This is an optimization exercise on Yosys and OpenROAD, whose aim is small area, not a production implementation. RTL that was checked went through simulation tests only; none was proved equivalent to the original. No driver is modelled on the clock port, so clocking that relies on it looks cheaper here than on a real chip. No activity file was given, so power comes from the tool's default toggle rates.

## rev 12
// multi_clock_top
module multi_clock_top #(
    parameter REAL_CLK = 40,         
    parameter DEBOUNCE = 16,         
    parameter HOUR = 5,
    parameter MINUTE = 3,
    parameter SECOND = 21
)(
    input CLOCK_50,
    input [3: 0] KEY,
    input [17: 0] SW,
    output [3: 0] LEDG,
    output [6: 0] HEX0,
    output [6: 0] HEX2,
    output [6: 0] HEX3,
    output [6: 0] HEX4,
    output [6: 0] HEX5,
    output [6: 0] HEX6,
    output [6: 0] HEX7,
    output [6: 0] HEX1
);
    function [0: 0] s_fb(input [4: 0] x);
        begin
            s_fb[0] = (x[1] & x[4]) | (~x[1] & ~x[3] & ~x[4]) | (x[3] & x[4]);
        end
    endfunction
    function [0: 0] s_bk(input [4: 0] x);
        begin
            s_bk[0] = (x[0] & x[2]) | (x[0] & x[4]) | (~x[0] & ~x[2] & ~x[4]);
        end
    endfunction
    function [4: 0] s_inc(input [4: 0] x);
        s_inc = {x[3: 0], s_fb(x)};
    endfunction
    function [4: 0] s_step(input [5: 0] x);
        s_step = x[5] ? {x[3: 0], s_fb(x[4: 0])} : {s_bk(x[4: 0]), x[4: 1]};
    endfunction
    function [0: 0] s_last(input [4: 0] x);
        begin
            s_last[0] = ~((~x[4]) | (x[3]) | (x[2]) | (x[0]) | (x[1]));
        end
    endfunction
    localparam [4: 0] SEC0 = 5'd0;
    function [1: 0] m_inc(input [1: 0] x);
        begin
            m_inc[0] = ~((x[0]) | (x[1]));
            m_inc[1] = (x[0]);
        end
    endfunction
    function [2: 0] h_inc(input [2: 0] x);
        begin
            h_inc[0] = ~((x[1]) | (x[2]));
            h_inc[1] = (x[0]);
            h_inc[2] = (x[1]);
        end
    endfunction
    localparam [2: 0] HOUR0 = 3'd1;
    localparam [2: 0] HOUR2 = 3'd6;
    function [1: 0] m_step(input [2: 0] x);
        begin
            m_step[0] = (~x[0] & ~x[1] & x[2]) | (x[1] & ~x[2]);
            m_step[1] = (x[0] & x[2]) | (~x[0] & ~x[1] & ~x[2]);
        end
    endfunction
    function [2: 0] h_step(input [3: 0] x);
        begin
            h_step[0] = (~x[1] & ~x[2] & x[3]) | (x[1] & ~x[3]);
  ...
==> flow/config.mk <==
export PLATFORM = sky130hd
export DESIGN_NAME = multi_clock_top
export DESIGN_NICKNAME = multi_clock_top
export VERILOG_FILES = /design/flow/design.v
export SDC_FILE = /design/flow/constraint.sdc
export NUM_CORES = 4
export LEC_CHECK = 0
export CAP_MARGIN = 20
export CORE_MARGIN = 2
export CORE_UTILIZATION = 70
export SLEW_MARGIN = 20
==> flow/constraint.sdc <==
create_clock -name core_clock -period 12.0 [get_ports {CLOCK_50}]
set_input_delay 2.4000 -clock core_clock [delete_from_list [all_inputs] [get_ports {CLOCK_50}]]
set_output_delay 2.4000 -clock core_clock [all_outputs]
set_load 0.01 [all_outputs]
standard.sh (not shown) runs the stock make flow with config.mk's settings and CLKGATE_MAP_FILE= SYNTH_SCRIPT=/design/flow/synth_recipe.tcl, a recipe that flattens the netlist after the stock synthesis.
==> flow/flow/run.sh <==
#!/bin/bash
# Own layout flow, built on the standard ORFS flow (standard.sh):
#  1. the standard synthesis (standard.sh synth), unchanged;
#  2. its combinational logic re-mapped by ABC for area (resyn.tcl), registers
#     kept as they are; the result is proved equal to the standard netlist
#     (equiv.tcl) and used only if the proof passes;
#  3. the rest of the standard flow, with the port buffers made of the
#     smallest buffer cell, clock tree synthesis without dummy loads and each
#     clock buffer then sized to the smallest clkbuf that keeps the register
#     clock slew low (clock_buffers.tcl).
# Each tool writes its full output to a log of its own in this folder
# (and ORFS's steps also under orfs/logs).
set -euo pipefail
here=$(cd "$(dirname "$0")" && pwd)
work=$(pwd)
export BUFFER_PORTS_ARGS="-buffer_cell sky130_fd_sc_hd__buf_1"
export CTS_ARGS="-sink_clustering_enable -repair_clock_nets -dont_use_dummy_load -root_buf sky130_fd_sc_hd__clkbuf_4 -buf_list sky130_fd_sc_hd__clkbuf_4"
export POST_CTS_TCL="$here/clock_buffers.tcl"

bash standard.sh synth > synth.log 2>&1

res="$work/orfs/results/$FLOW_PLATFORM/multi_clock_top/base"
export LIB="$FLOW_HOME/platforms/$FLOW_PLATFORM/lib/sky130_fd_sc_hd__tt_025C_1v80.lib"
export TOP="$FLOW_TOP"
export IN="$res/1_2_yosys_standard.v"
export OUT="$work/resyn.v"
export OUTDIR="$work"
export ABC_SCRIPT="$here/abc_area.script"
# the platform's don't-use cells, the multi-output adder cells (which the
# re-mapping cannot use) and the clock and delay cells are kept out
export DONT_USE=$(grep -o 'cell ("sky130_fd_sc_hd__\(lpflow_[a-z0-9_]*\|probec\?_p_8\|fa[a-z0-9_]*\|ha_[0-9]*\|clk[a-z0-9_]*\|dly[a-z0-9_]*\)")' "$LIB" | sed 's/cell ("\(.*\)")/-dont_use \1/' | tr '\n' ' ')
cp "$res/1_2_yosys.v" "$IN"
if yosys -c "$here/resyn.tcl" > resyn.log 2>&1 && yosys -c "$here/equiv.tcl" > equiv.log 2>&1; then
  cp "$OUT" "$res/1_2_yosys.v"
  rm -f "$res/1_synth.odb" "$res/1_synth.sdc"
  echo "re-mapped netlist used" > resyn_result.txt
else
  echo "re-mapping failed or not proved; standard netlist kept" > resyn_result.txt
fi

bash standard.sh > standard.log 2>&1
==> flow/flow/abc_area.script <==
strash
&get -n
&deepsyn -T 20 -I 4
&put
strash
dch
map -a
strash
dch
map -a
strash
dch
map -a
topo
==> flow/flow/equiv.tcl <==
# Check the re-mapped netlist on its own, then prove it equal to the standard
# one (registers paired by name).
yosys read_liberty -lib $::env(LIB)
yosys read_verilog $::env(OUT)
yosys hierarchy -top $::env(TOP)
yosys check -assert
yosys design -reset
yosys read_liberty -ignore_miss_func $::env(LIB)
yosys read_verilog $::env(IN)
yosys rename $::env(TOP) gold
yosys read_verilog $::env(OUT)
yosys rename $::env(TOP) gate
yosys flatten
# only the ports and the register outputs are paired by name
yosys rename -hide gold/w:_* gate/w:_*
yosys opt_clean
yosys async2sync
yosys equiv_make gold gate eq
yosys hierarchy -top eq
yosys equiv_simple -seq 1
yosys equiv_induct
yosys equiv_status -assert
Other scripts of this flow, unchanged in this note and not shown: flow/flow/clock_buffers.tcl, flow/flow/resyn.tcl
The inputs of rev 13 differ from those of rev 12 as listed below.
Settings: a change of CORE_UTILIZATION from 70 to 60.
==> flow/flow/abc_area.script <==
strash
dch
map -a
strash
dch
map -a
strash
dch
map -a
strash
dch
map -a
strash
dch
map -a
strash
dch
map -a
topo
--- a/flow/flow/equiv.tcl
+++ b/flow/flow/equiv.tcl
@@ -14,2 +13,0 @@
-# only the ports and the register outputs are paired by name
-yosys rename -hide gold/w:_* gate/w:_*
==> run summary <==
Rev 13 | stages: all done | timing, DRC, antenna: all pass. Cell count: rev 13 lower than rev 12. On area of all placed cells without fillers, rev 12 beats rev 13. [compare] base=rev 12 new=rev 13: synthesized cell count down 4.3%; worst hold path depth barely changed; inverter count went down 92; count of non-CTS buffers in the layout fell 1.5%; routed wire length shows an increase of 810 um. Compared with rev 12, rev 13 is the more power-hungry design. Rev 13: first-pass GRT wire length higher than rev 12. Rev 13 has part of the total power dissipated in combinational logic below what rev 12 had.

========
alpha:
Another version of the RTL of multi_clock_top (not shown whole).
Size in the first run: roughly 580 cells after synthesis, about 81 flip-flops, roughly 83 I/O pins, ~4800 um^2 of cells after synthesis.
Settings: LEC_CHECK=0, CAP_MARGIN=20, CORE_MARGIN=2, CORE_UTILIZATION=40, SLEW_MARGIN=20; clock period 12.0 ns.
==> flow/flow/run.sh <==
#!/bin/bash
# Own layout flow: the standard ORFS flow (standard.sh) with
#  - the port buffers made of the smallest buffer cell,
#  - clock tree synthesis without dummy loads, from one large clock buffer type,
#  - no full/half adder cell extraction in synthesis (registers unchanged).
# Each make step writes its own log under orfs/logs; make's output goes to standard.log.
set -euo pipefail
export BUFFER_PORTS_ARGS="-buffer_cell sky130_fd_sc_hd__buf_1"
export CTS_ARGS="-sink_clustering_enable -repair_clock_nets -dont_use_dummy_load -buf_list sky130_fd_sc_hd__clkbuf_16 -sink_clustering_size 100 -sink_clustering_max_diameter 500"
export ADDER_MAP_FILE=""
bash standard.sh > standard.log 2>&1
Changes in beta relative to alpha:
==> flow/run.sh (new file) <==
#!/bin/bash
# synth_recipe.tcl (not shown) runs the flow's synth.tcl, then flattens the netlist and writes it again
# the make line also repeats each setting of config.mk as NAME=value (left out here)
make -C /OpenROAD-flow-scripts/flow DESIGN_CONFIG=/design/flow/config.mk WORK_HOME=/design/flow/orfs CLKGATE_MAP_FILE= SYNTH_SCRIPT=/design/flow/synth_recipe.tcl finish
removed: flow/flow/run.sh
removed: flow/standard.sh
### Flow results
Number of multi-input logic gates delta for beta relative to alpha: about 5% higher
| floorplan die height | alpha vs beta | ≈ equal |
[compare] base=alpha new=beta: relative contribution of sequential cells to total power shrank by 7.9 points; final period demand of the worst path grew by 0.81 ns; number of vias after detailed routing grew by 88; routed wire length on met2 shrank by 660 um; XOR/XNOR share of the synthesized area shrank by 1.1 points.
Global-route usage: beta and alpha compared, lower one is beta
Looking at number of logic inverters in the finished layout, beta sits below alpha.
No functional check of the RTL was part of any run of this note.

========
Another version of the RTL of multi_clock_top (not shown whole).
Size: about 640 cells after synthesis, ~85 flip-flops, roughly 0.0051 mm² of cells after synthesis.
export LEC_CHECK = 0
export CAP_MARGIN = 20
export CORE_MARGIN = 2
export CORE_UTILIZATION = 40
export CTS_BUF_LIST = sky130_fd_sc_hd__clkbuf_8
export CTS_CLUSTER_DIAMETER = 100
export CTS_CLUSTER_SIZE = 30
export SLEW_MARGIN = 20
create_clock -name core_clock -period 12.0 [get_ports {CLOCK_50}]
run.sh (not shown) runs the stock make flow with config.mk's settings and CLKGATE_MAP_FILE= SYNTH_SCRIPT=/design/flow/synth_recipe.tcl, a recipe that flattens the netlist after the stock synthesis.
Stock flow here: none of the scripts above is used.
The starting point completed with no timing, DRC or antenna violations.
Then changed:
--- a/flow/config.mk
+++ b/flow/config.mk
@@ -9,6 +9,3 @@
 export CORE_MARGIN = 2
 export CORE_UTILIZATION = 40
-export CTS_BUF_LIST = sky130_fd_sc_hd__clkbuf_8
-export CTS_CLUSTER_DIAMETER = 100
-export CTS_CLUSTER_SIZE = 30
 export SLEW_MARGIN = 20
After rerunning: Non-clock buffer count stays the same. Clock skew decreases by 0.0054 ns. Final cell count is unchanged. Routed wire length stays flat. Worst setup slack stays flat.

========
Another version of the RTL of multi_clock_top (not shown whole).
Size: about 560 cells after synthesis, about 81 flip-flops, roughly 83 I/O pins, roughly 4800 sq um of cells after synthesis.
Settings: LEC_CHECK=0, CAP_MARGIN=20, CORE_MARGIN=2, CORE_UTILIZATION=60, SLEW_MARGIN=20; clock period 12.0 ns.
standard.sh (not shown) runs the stock make flow with config.mk's settings and CLKGATE_MAP_FILE= SYNTH_SCRIPT=/design/flow/synth_recipe.tcl, a recipe that flattens the netlist after the stock synthesis.
==> flow/flow/run.sh <==
#!/bin/bash
# Own layout flow, built on the standard ORFS flow (standard.sh):
#  1. the standard synthesis (standard.sh synth), unchanged;
#  2. its combinational logic re-mapped by ABC for area (resyn.tcl), registers
#     kept as they are; the result is proved equal to the standard netlist
#     (equiv.tcl) and used only if the proof passes;
#  3. the rest of the standard flow, with the port buffers made of the
#     smallest buffer cell, clock tree synthesis without dummy loads and each
#     clock buffer then sized to the smallest clkbuf that keeps the register
#     clock slew low (clock_buffers.tcl).
# Each tool writes its full output to a log of its own in this folder
# (and ORFS's steps also under orfs/logs).
set -euo pipefail
here=$(cd "$(dirname "$0")" && pwd)
work=$(pwd)
export BUFFER_PORTS_ARGS="-buffer_cell sky130_fd_sc_hd__buf_1"
export CTS_ARGS="-sink_clustering_enable -repair_clock_nets -dont_use_dummy_load -root_buf sky130_fd_sc_hd__clkbuf_4 -buf_list sky130_fd_sc_hd__clkbuf_4"
export POST_CTS_TCL="$here/clock_buffers.tcl"

bash standard.sh synth > synth.log 2>&1

res="$work/orfs/results/$FLOW_PLATFORM/multi_clock_top/base"
export LIB="$FLOW_HOME/platforms/$FLOW_PLATFORM/lib/sky130_fd_sc_hd__tt_025C_1v80.lib"
export TOP="$FLOW_TOP"
export IN="$res/1_2_yosys_standard.v"
export OUT="$work/resyn.v"
export OUTDIR="$work"
export ABC_SCRIPT="$here/abc_area.script"
# the platform's don't-use cells, the multi-output adder cells (which the
# re-mapping cannot use) and the clock and delay cells are kept out
export DONT_USE=$(grep -o 'cell ("sky130_fd_sc_hd__\(lpflow_[a-z0-9_]*\|probec\?_p_8\|fa[a-z0-9_]*\|ha_[0-9]*\|clk[a-z0-9_]*\|dly[a-z0-9_]*\)")' "$LIB" | sed 's/cell ("\(.*\)")/-dont_use \1/' | tr '\n' ' ')
cp "$res/1_2_yosys.v" "$IN"
if yosys -c "$here/resyn.tcl" > resyn.log 2>&1 && yosys -c "$here/equiv.tcl" > equiv.log 2>&1; then
  cp "$OUT" "$res/1_2_yosys.v"
  rm -f "$res/1_synth.odb" "$res/1_synth.sdc"
  echo "re-mapped netlist used" > resyn_result.txt
else
  echo "re-mapping failed or not proved; standard netlist kept" > resyn_result.txt
fi

bash standard.sh > standard.log 2>&1
==> flow/flow/resyn.tcl <==
# Re-map the combinational logic of the standard synthesis netlist for area.
# The registers (their instances, names and cell type) are kept as they are:
# every flip-flop cell is held as a black box while ABC maps the logic.
set lib $::env(LIB)
yosys read_liberty -ignore_miss_func $lib
yosys read_verilog $::env(IN)
yosys hierarchy -top $::env(TOP)
yosys setattr -mod -set keep_hierarchy 1 sky130_fd_sc_hd__dfxtp_1
yosys flatten
yosys opt_clean
yosys tee -o $::env(OUTDIR)/resyn_pre_stat.txt stat
yosys abc -liberty $lib -script $::env(ABC_SCRIPT) {*}$::env(DONT_USE)
yosys opt_clean -purge
yosys hilomap -singleton -hicell sky130_fd_sc_hd__conb_1 HI -locell sky130_fd_sc_hd__conb_1 LO
yosys insbuf -buf sky130_fd_sc_hd__buf_1 A X
yosys splitnets
yosys opt_clean -purge
yosys tee -o $::env(OUTDIR)/resyn_stat.txt stat -liberty $lib
yosys blackbox sky130_fd_sc_hd__dfxtp_1
yosys write_verilog -noattr -nohex -nodec $::env(OUT)
Other scripts of this flow, unchanged in this note and not shown: flow/flow/abc_area.script, flow/flow/clock_buffers.tcl, flow/flow/equiv.tcl
Change:
--- a/flow/flow/resyn.tcl
+++ b/flow/flow/resyn.tcl
@@ -2,3 +2,4 @@
 # The registers (their instances, names and cell type) are kept as they are:
-# every flip-flop cell is held as a black box while ABC maps the logic.
+# every sequential cell (flip-flop or latch) is held as a black box while ABC
+# maps the logic.
 set lib $::env(LIB)
@@ -7,3 +8,4 @@
 yosys hierarchy -top $::env(TOP)
-yosys setattr -mod -set keep_hierarchy 1 sky130_fd_sc_hd__dfxtp_1
+set seq {sky130_fd_sc_hd__*df* sky130_fd_sc_hd__*dl* sky130_fd_sc_hd__lpflow_inputisolatch*}
+yosys setattr -mod -set keep_hierarchy 1 {*}$seq
 yosys flatten
@@ -18,3 +20,3 @@
 yosys tee -o $::env(OUTDIR)/resyn_stat.txt stat -liberty $lib
-yosys blackbox sky130_fd_sc_hd__dfxtp_1
+yosys blackbox {*}$seq
 yosys write_verilog -noattr -nohex -nodec $::env(OUT)
Total power rises by about 1.5%.
Utilization goes up by 3.7 points.
Global-route usage rises by 3.8 points.
Via count climbs by 5.5%.
Combinational power climbs by about 7%.
Sequential cell count is unchanged.
Setup slack gets worse by 0.56 ns.
Cell count climbs by 7.9%.
Routed wire length shrinks by about 0.43%.
Maximum frequency is lower by about 10%.

[afterwards: timing with drivers on the ports]
In the flow no input, the clock included, has a driving cell. The finished layouts below were timed again as built, in two steps. Step 1 assumes that a clkbuf_16 drives the clock port and a buf_2 every other input. Step 2 adds t to the input delays and takes it off the output delays; t is the mean of the earliest and latest rising clock arrival at the registers after step 1. Input paths then give back, and output paths get back, about the clock's delay inside the block. a / b / c = ideal / step 1 / step 2; a / b = the first two.
| run | shift t [ns] | setup slack, ns | clock arrival spread, ns | worst slew at a driven data input, ns |
|---|---|---|---|---|
| rev 12 | 0.439 | 6.264 / 6.236 / 6.674 | 0.032 / 0.031 | 0.03 |
| rev 13 | 0.437 | 6.377 / 6.347 / 6.633 | 0.024 / 0.024 | 0.03 |
| alpha | 0.370 | 6.668 / 6.646 / 6.646 | 0.009 / 0.009 | 0.04 |
| beta | 0.370 | 5.858 / 5.834 / 5.834 | 0.005 / 0.006 | 0.03 |
| the first run of note 3 | 0.407 | 5.984 / 5.957 / 5.957 | 0.010 / 0.010 | 0.04 |
| the second run of note 3 | 0.378 | 5.985 / 5.958 / 5.958 | 0.005 / 0.005 | 0.04 |
| the first run of note 4 | 0.443 | 6.647 / 6.621 / 6.621 | 0.032 / 0.032 | 0.03 |
| the second run of note 4 | 0.446 | 6.083 / 6.052 / 6.498 | 0.032 / 0.032 | 0.03 |
After both steps every run listed still meets setup and hold.
